This design comes from an exercise in tuning for small area and a short achievable clock period on the open sky130 flow, not from production work. Where RTL was checked, it was by simulation tests only, not by an equivalence proof against the original. Power figures rest on the tool's default switching activity, not on a simulated workload.

## rev 12
==> flow/design.v <==
module fpadder( input [15:0] A_59, input [15:0] B_59, input clk_59, input rst_59, output reg [15:0] C_59);
function [1:0] cmp_gt;   
  input [14:0] a, b;
  reg [15:0] G, E;
  integer i, k;
  begin
    G = {1'b0, a & ~b};
    E = {1'b1, ~((a & ~b) | (~a & b))};
    for (k = 1; k < 16; k = k * 2)
      for (i = 0; i + k < 16; i = i + 2 * k) begin
        G[i] = G[i + k] | (E[i + k] & G[i]);
        E[i] = E[i + k] & E[i];
      end
    cmp_gt = {G[0], E[0]};
  end
endfunction
wire [1:0] c15 = cmp_gt(A_59[14:0], B_59[14:0]);
wire [1:0] c5  = cmp_gt({10'd0, A_59[14:10]}, {10'd0, B_59[14:10]});
wire       zero = ~|{A_59, B_59};
wire [4:0] dab = A_59[14:10] - B_59[14:10];
wire [4:0] dba = B_59[14:10] - A_59[14:10];
wire [4:0] d   = c5[1] ? dab : dba;
reg        agb1, sa1, sb1;
reg [4:0]  e1;
reg [9:0]  fa1, fb1;
reg [3:0]  sh1;
always @(posedge clk_59) begin
  agb1 <= c15[1];
  sa1  <= A_59[15];
  sb1  <= B_59[15];
  e1   <= c5[1] ? A_59[14:10] : B_59[14:10];
  fa1  <= A_59[9:0];
  fb1  <= B_59[9:0];
  sh1  <= d[3:0] | {4{d[4] | zero}};
end
wire [9:0]  fs  = agb1 ? fb1 : fa1;
wire        sub = sa1 ^ sb1;
wire [10:0] y   = ({1'b1, fs} >> sh1) ^ {11{sub}};
reg        s2, sub2;
reg [4:0]  e2;
reg [9:0]  fg2;
reg [10:0] y2;
always @(posedge clk_59) begin
  s2   <= agb1 ? sa1 : sb1;
  sub2 <= sub;
  e2   <= e1;
  fg2  <= agb1 ? fa1 : fb1;
  y2   <= y;
end
wire [11:0] S = {2'b01, fg2} + {sub2, y2} + {11'd0, sub2};
reg        s3;
reg [4:0]  e3;
reg [11:0] S3;
always @(posedge clk_59) begin
  s3 <= s2; e3 <= e2; S3 <= S;
end
reg [3:0] m3;
always @(*) begin
  casez (S3[11:1])
    11'b1??????????: m3 = 4'd0;
    11'b01?????????: m3 = 4'd1;
    11'b001????????: m3 = 4'd2;
    11'b0001???????: m3 = 4'd3;
    11'b00001??????: m3 = 4'd4;
    11'b000001?????: m3 = 4'd5;
    11'b0000001????: m3 = 4'd6;
    11'b00000001???: m3 = 4'd7;
    11'b000000001??: m3 = 4'd8;
    11'b0000000001?: m3 = 4'd9;
    11'b00000000001: m3 = 4'd10;
    default:         m3 = 4'd1;
  endcase
end
wire [11:0] sl = S3 << m3;
always @(posedge clk_59) begin
  C_59[15]    <= s3;
  C_59[14:10] <= e3 + 5'd1 - {1'b0, m3};
  C_59[9:0]   <= sl[10:1];
end
endmodule
clock: 3.8 ns
lec_check: 0
abc_area: 1
cap_margin: 20
core_margin: 2
core_utilization: 40
setup_slack_margin: 1.9
slew_margin: 20
standard.sh (not shown) runs the stock make flow with config.mk's settings and CLKGATE_MAP_FILE= SYNTH_SCRIPT=/design/flow/synth_recipe.tcl, a recipe that flattens the netlist after the stock synthesis.
==> flow/flow/run.sh <==
#!/bin/bash
# Standard layout, but ports buffered with plain buffers instead of delay cells,
# and adders left to ABC instead of being extracted into full/half-adder cells.
set -euo pipefail
export BUFFER_PORTS_ARGS="-buffer_cell sky130_fd_sc_hd__buf_2"
export ADDER_MAP_FILE=
bash standard.sh > standard_flow.log 2>&1
> inputs changed (rev 12 -> rev 13)
--- a/flow/design.v
+++ b/flow/design.v
@@ -1,5 +1,5 @@
-module fpadder( input [15:0] A_59, input [15:0] B_59, input clk_59, input rst_59, output reg [15:0] C_59);
+module fpadder( input [15:0] A_59, input [15:0] B_59, input clk_59, input rst_59, output [15:0] C_59);
 function [1:0] cmp_gt;   
   input [14:0] a, b;
   reg [15:0] G, E;
   integer i, k;
@@ -70,11 +70,16 @@
     11'b00000000001: m3 = 4'd10;
     default:         m3 = 4'd1;
   endcase
 end
-wire [11:0] sl = S3 << m3;
+wire [11:0] sl = S3 << {m3[3:1], 1'b0};
+reg        s4, m4;
+reg [4:0]  e4;
+reg [10:0] t4;
 always @(posedge clk_59) begin
-  C_59[15]    <= s3;
-  C_59[14:10] <= e3 + 5'd1 - {1'b0, m3};
-  C_59[9:0]   <= sl[10:1];
+  s4 <= s3;
+  e4 <= e3 + 5'd1 - {1'b0, m3};
+  m4 <= m3[0];
+  t4 <= sl[10:0];
 end
+assign C_59 = {s4, e4, m4 ? t4[9:0] : t4[10:1]};
 endmodule
Rev 13 completed end to end with timing, DRC and antenna clean. Looking only at detailed-route wire length, and setting everything else aside, the lower value of rev 12 and rev 13 goes to rev 13. From rev 12 to rev 13 the numbers moved as follows: power went down; flip-flop and latch count shows an increase of 2.1%; global-route usage went down. Number of nets in the layout (higher): rev 12. Rev 13 vs rev 12: smallest setup slack after layout down in rev 13. Rev 13 ended with less count of non-CTS buffers in the layout than rev 12. Rev 12 reports its master of the slowest instance on the critical path as dfxtp_2 while rev 13 reports dfxtp_4. The largest fanout on the critical path of rev 13 is lower than that of rev 12. Utilization on rev 13 is down relative to rev 12. In rev 13 relative to rev 12, number of multi-input combinational cells in the layout had gone down by a little under 10%. Rev 13 vs rev 12, endpoint of the worst setup timing path: C_59[0] vs C_59[7]. On clock net sink count: rev 13 sits above rev 12.
No run of this note included a check of the RTL's function; only the layout flow was run.

---

Starts from the design.v that is shown in full above.
clock: 3.8 ns
lec_check: 0
cap_margin: 20
core_margin: 2
core_utilization: 40
setup_slack_margin: 1.9
slew_margin: 20
run.sh (not shown) runs the stock make flow with config.mk's settings and CLKGATE_MAP_FILE= SYNTH_SCRIPT=/design/flow/synth_recipe.tcl, a recipe that flattens the netlist after the stock synthesis.
Stock flow here: none of the scripts above is used.
The starting point finished with timing, DRC and antenna clean.
Then changed:
--- a/flow/design.v
+++ b/flow/design.v
@@ -49,26 +49,27 @@
 end
 wire [11:0] S = {2'b01, fg2} + {sub2, y2} + {11'd0, sub2};
+reg [3:0] m;
+always @(*) begin
+  casez (S[11:1])
+    11'b1??????????: m = 4'd0;
+    11'b01?????????: m = 4'd1;
+    11'b001????????: m = 4'd2;
+    11'b0001???????: m = 4'd3;
+    11'b00001??????: m = 4'd4;
+    11'b000001?????: m = 4'd5;
+    11'b0000001????: m = 4'd6;
+    11'b00000001???: m = 4'd7;
+    11'b000000001??: m = 4'd8;
+    11'b0000000001?: m = 4'd9;
+    11'b00000000001: m = 4'd10;
+    default:         m = 4'd1;
+  endcase
+end
 reg        s3;
 reg [4:0]  e3;
 reg [11:0] S3;
+reg [3:0]  m3;
 always @(posedge clk_59) begin
-  s3 <= s2; e3 <= e2; S3 <= S;
-end
-reg [3:0] m3;
-always @(*) begin
-  casez (S3[11:1])
-    11'b1??????????: m3 = 4'd0;
-    11'b01?????????: m3 = 4'd1;
-    11'b001????????: m3 = 4'd2;
-    11'b0001???????: m3 = 4'd3;
-    11'b00001??????: m3 = 4'd4;
-    11'b000001?????: m3 = 4'd5;
-    11'b0000001????: m3 = 4'd6;
-    11'b00000001???: m3 = 4'd7;
-    11'b000000001??: m3 = 4'd8;
-    11'b0000000001?: m3 = 4'd9;
-    11'b00000000001: m3 = 4'd10;
-    default:         m3 = 4'd1;
-  endcase
+  s3 <= s2; e3 <= e2; S3 <= S; m3 <= m;
 end
 wire [11:0] sl = S3 << m3;
Outcome:
- utilization shrinks by 2.1 points
- non-clock buffer count fell by 8
- die area rises by about 5%
- global-route usage went down by 1.3 points
- flip-flop and latch count is higher by 3
- register-to-register slack gets worse by 0.34 ns
- design area came out higher by about 1.4%
Function was not checked in any run of this note: the RTL went through the layout flow alone.

---

job 8447:
fpadder, a different RTL version from the one above (not shown whole).
Size in the first run: ~580 cells after synthesis, about 94 flip-flops, roughly 50 I/O pins, about 4600 um^2 of cells after synthesis.
==> module fpadder, before the edit <==
module fpadder( input [15:0] A_59, input [15:0] B_59, input clk_59, input rst_59, output reg [15:0] C_59);
function [1:0] cmp_gt;   
  input [14:0] a, b;
  reg [15:0] G, E;
  integer i, k;
  begin
    G = {1'b0, a & ~b};
    E = {1'b1, ~((a & ~b) | (~a & b))};
    for (k = 1; k < 16; k = k * 2)
      for (i = 0; i + k < 16; i = i + 2 * k) begin
        G[i] = G[i + k] | (E[i + k] & G[i]);
        E[i] = E[i + k] & E[i];
      end
    cmp_gt = {G[0], E[0]};
  end
endfunction
wire [1:0] c5  = cmp_gt({10'd0, A_59[14:10]}, {10'd0, B_59[14:10]});
wire [1:0] cf = cmp_gt({5'd0, A_59[9:0]}, {5'd0, B_59[9:0]});
wire [1:0] c15 = {c5[1] | (c5[0] & cf[1]), 1'b0};
wire       zero = ~|{A_59, B_59};
wire [4:0] dab = A_59[14:10] - B_59[14:10];
wire [4:0] dba = B_59[14:10] - A_59[14:10];
wire [4:0] d   = c5[1] ? dab : dba;
reg        agb1, sa1, sb1;
reg [4:0]  e1;
reg [9:0]  fa1, fb1;
reg [3:0]  sh1;
always @(posedge clk_59) begin
  agb1 <= c15[1];
  sa1  <= A_59[15];
  sb1  <= B_59[15];
  e1   <= c5[1] ? A_59[14:10] : B_59[14:10];
  fa1  <= A_59[9:0];
  fb1  <= B_59[9:0];
  sh1  <= d[3:0] | {4{d[4] | zero}};
end
wire [9:0]  fs  = agb1 ? fb1 : fa1;
wire        sub = sa1 ^ sb1;
wire [10:0] y   = ({1'b1, fs} >> sh1) ^ {11{sub}};
reg        s2, sub2;
reg [4:0]  e2;
reg [9:0]  fg2;
reg [10:0] y2;
always @(posedge clk_59) begin
  s2   <= agb1 ? sa1 : sb1;
  sub2 <= sub;
  e2   <= e1;
  fg2  <= agb1 ? fa1 : fb1;
  y2   <= y;
end
wire [11:0] S = {2'b01, fg2} + {sub2, y2} + {11'd0, sub2};
reg        s3;
reg [4:0]  e3;
reg [11:0] S3;
always @(posedge clk_59) begin
  s3 <= s2; e3 <= e2; S3 <= S;
end
reg [11:1] h;
reg [4:0]  adj;      
integer j;
always @(*) begin
  h = 11'd0;
  for (j = 1; j <= 11; j = j + 1)
    h[j] = S3[j] & ~|(S3[11:1] >> j);
  casez (S3[11:1])
    11'b1??????????: adj = 5'd1;
    11'b01?????????: adj = 5'd0;
    11'b001????????: adj = -5'd1;
    11'b0001???????: adj = -5'd2;
    11'b00001??????: adj = -5'd3;
    11'b000001?????: adj = -5'd4;
    11'b0000001????: adj = -5'd5;
    11'b00000001???: adj = -5'd6;
    11'b000000001??: adj = -5'd7;
    11'b0000000001?: adj = -5'd8;
    11'b00000000001: adj = -5'd9;
    default:         adj = 5'd0;
  endcase
end
wire [21:0] sp = {S3, 10'd0};
reg  [9:0]  frac;
integer k;
always @(*) begin
  frac = {9'd0, ~|S3[11:1] & S3[0]};
  for (k = 0; k < 10; k = k + 1)
    for (j = 1; j <= 11; j = j + 1)
      frac[k] = frac[k] | (h[j] & sp[j + k]);
end
always @(posedge clk_59) begin
  C_59 <= {s3, e3 + adj, frac};
end
endmodule
==> flow/config.mk <==
export PLATFORM = sky130hd
export DESIGN_NAME = fpadder
export DESIGN_NICKNAME = fpadder
export VERILOG_FILES = /design/flow/design.v
export SDC_FILE = /design/flow/constraint.sdc
export NUM_CORES = 4
export LEC_CHECK = 0
export ABC_AREA = 1
export CAP_MARGIN = 20
export CORE_MARGIN = 2
export CORE_UTILIZATION = 40
export SETUP_SLACK_MARGIN = 1.9
export SLEW_MARGIN = 20
==> flow/constraint.sdc <==
create_clock -name core_clock -period 3.8 [get_ports {clk_59}]
set_input_delay 0.7600 -clock core_clock [delete_from_list [all_inputs] [get_ports {clk_59}]]
set_output_delay 0.7600 -clock core_clock [all_outputs]
set_load 0.01 [all_outputs]
standard.sh (not shown) runs the stock make flow with config.mk's settings and CLKGATE_MAP_FILE= SYNTH_SCRIPT=/design/flow/synth_recipe.tcl, a recipe that flattens the netlist after the stock synthesis.
==> flow/flow/run.sh <==
#!/bin/bash
# Standard layout with: ports buffered by plain buffers instead of delay cells;
# adders left to ABC instead of extracted into full/half-adder cells; a clock
# tree of smaller buffers without dummy loads; and
# the ABC area script mapping to a delay target (flow/abc.script).
set -euo pipefail
export BUFFER_PORTS_ARGS="-buffer_cell sky130_fd_sc_hd__buf_1"
export ADDER_MAP_FILE=
export CTS_ARGS="-sink_clustering_enable -repair_clock_nets -dont_use_dummy_load -root_buf sky130_fd_sc_hd__clkbuf_8 -buf_list sky130_fd_sc_hd__clkbuf_4 -sink_clustering_size 20"
mkdir -p scripts
for f in "$FLOW_HOME"/scripts/*; do ln -sfn "$f" scripts/; done
rm -f scripts/abc_area.script
cp flow/abc.script scripts/abc_area.script
export SCRIPTS_DIR="$PWD/scripts"
bash standard.sh > standard_flow.log 2>&1
==> flow/flow/abc.script <==
strash
dch
map -D 950
topo
stime -c
buffer -c
upsize -c
dnsize -c
Relative to job 8447, the following input files were edited for job 5012:
-- flow/design.v --
<<< job 8447, line 18
wire [1:0] cf = cmp_gt({5'd0, A_59[9:0]}, {5'd0, B_59[9:0]});
wire [1:0] c15 = {c5[1] | (c5[0] & cf[1]), 1'b0};
wire       zero = ~|{A_59, B_59};
wire [4:0] dab = A_59[14:10] - B_59[14:10];
wire [4:0] dba = B_59[14:10] - A_59[14:10];
wire [4:0] d   = c5[1] ? dab : dba;
reg        agb1, sa1, sb1;
reg [4:0]  e1;
reg [9:0]  fa1, fb1;
reg [3:0]  sh1;
always @(posedge clk_59) begin
  agb1 <= c15[1];
  sa1  <= A_59[15];
  sb1  <= B_59[15];
  e1   <= c5[1] ? A_59[14:10] : B_59[14:10];
  fa1  <= A_59[9:0];
  fb1  <= B_59[9:0];
  sh1  <= d[3:0] | {4{d[4] | zero}};
end
wire [9:0]  fs  = agb1 ? fb1 : fa1;
wire        sub = sa1 ^ sb1;
wire [10:0] y   = ({1'b1, fs} >> sh1) ^ {11{sub}};
reg        s2, sub2;
reg [4:0]  e2;
>>> job 5012, line 18
wire [1:0] cf = cmp_gt({5'd0, A_59[9:0]}, {5'd0, B_59[9:0]});
wire [1:0] c15 = {c5[1] | (c5[0] & cf[1]), 1'b0};
wire [4:0] dab = A_59[14:10] - B_59[14:10];
wire [4:0] dba = B_59[14:10] - A_59[14:10];
reg        agb1, egt1, sa1, sb1;
reg [4:0]  ea1, d1;
reg [9:0]  fa1, fb1;
always @(posedge clk_59) begin
  agb1 <= c15[1];
  egt1 <= c5[1];
  sa1  <= A_59[15];
  sb1  <= B_59[15];
  ea1  <= A_59[14:10];
  fa1  <= A_59[9:0];
  fb1  <= B_59[9:0];
  d1   <= c5[1] ? dab : dba;    
end
wire        zero = ~|{sa1, sb1, ea1, d1, fa1, fb1};
wire [9:0]  fs  = agb1 ? fb1 : fa1;
wire        sub = sa1 ^ sb1;
wire [10:0] y   = (d1[4] ? 11'd0 : {~zero, fs} >> d1[3:0]) ^ {11{sub}};
reg        s2, sub2;
reg [4:0]  e2;
<<< job 8447, line 45
  s2   <= agb1 ? sa1 : sb1;
  sub2 <= sub;
  e2   <= e1;
  fg2  <= agb1 ? fa1 : fb1;
  y2   <= y;
>>> job 5012, line 44
  s2   <= agb1 ? sa1 : sb1;
  sub2 <= sub;
  e2   <= egt1 ? ea1 : ea1 + d1;
  fg2  <= agb1 ? fa1 : fb1;
  y2   <= y;
Results
Job 5012 ended up with sky130_fd_sc_hd__dfxtp_1 as its highest-delay cell along the critical path; job 8447 ended up with sky130_fd_sc_hd__nor2_1. Cell area after placement: job 5012 > job 8447. Run comparison: job 5012 most common cell after layout, fill and taps aside sky130_fd_sc_hd__nand2_1; job 8447 most common cell after layout, fill and taps aside sky130_fd_sc_hd__dfxtp_1. Changes observed in job 5012 relative to job 8447: critical path depth shrank by 1; sum of negative setup slack about even; detailed-route via count moved up; overall die area rose by 2.8%; wire length picked up an extra 5.0%. Across both runs, placer's final routability congestion estimate was higher for job 5012 than for job 8447. Diff job 8447 -> job 5012: non-filler instance count after layout now larger, setup slack went up by 0.048 ns, worst slew margin relative to its limit decreased 8.0 points, worst setup slack for register-to-register paths fell 0.06 ns.
No functional check of the RTL was part of job 5012.

## static timing again, ports no longer ideal
In the flow no input, the clock included, has a driving cell. The finished layouts below were timed again as built, in two steps.
Step 1 assumes that a clkbuf_16 drives the clock port and a buf_2 every other input.
Step 2 moves the port delays by t, midway between the first and last clock arrival at a register: inputs arrive t later, outputs are due t later. That takes back most of the time a late clock gives input paths.
a / b / c = ideal / step 1 / step 2; a / b = the first two.
| run | shift t [ns] | setup WS [ns] | worst slew at a driven data input, ns | pins driven straight from the clock port |
|---|---|---|---|---|
| rev 12 | 0.378 | 1.967 / 1.967 / 1.639 | 0.03 | 1 |
| rev 13 | 0.363 | 1.868 / 1.833 / 1.726 | 0.03 | 1 |
| the first run of note 2 | 0.386 | 1.463 / 1.463 / 1.088 | 0.06 | 1 |
| the second run of note 2 | 0.370 | 1.125 / 1.125 / 0.864 | 0.06 | 1 |
| job 8447 | 0.380 | 1.975 / 1.985 / 1.605 | 0.03 | 1 |
| job 5012 | 0.394 | 2.023 / 2.023 / 1.763 | 0.03 | 1 |
After both steps every run listed still meets setup and hold. For the first run of note 2, which loses most, drivers alone change the setup slack by 0.000 ns; drivers and shift together by -0.375 ns.
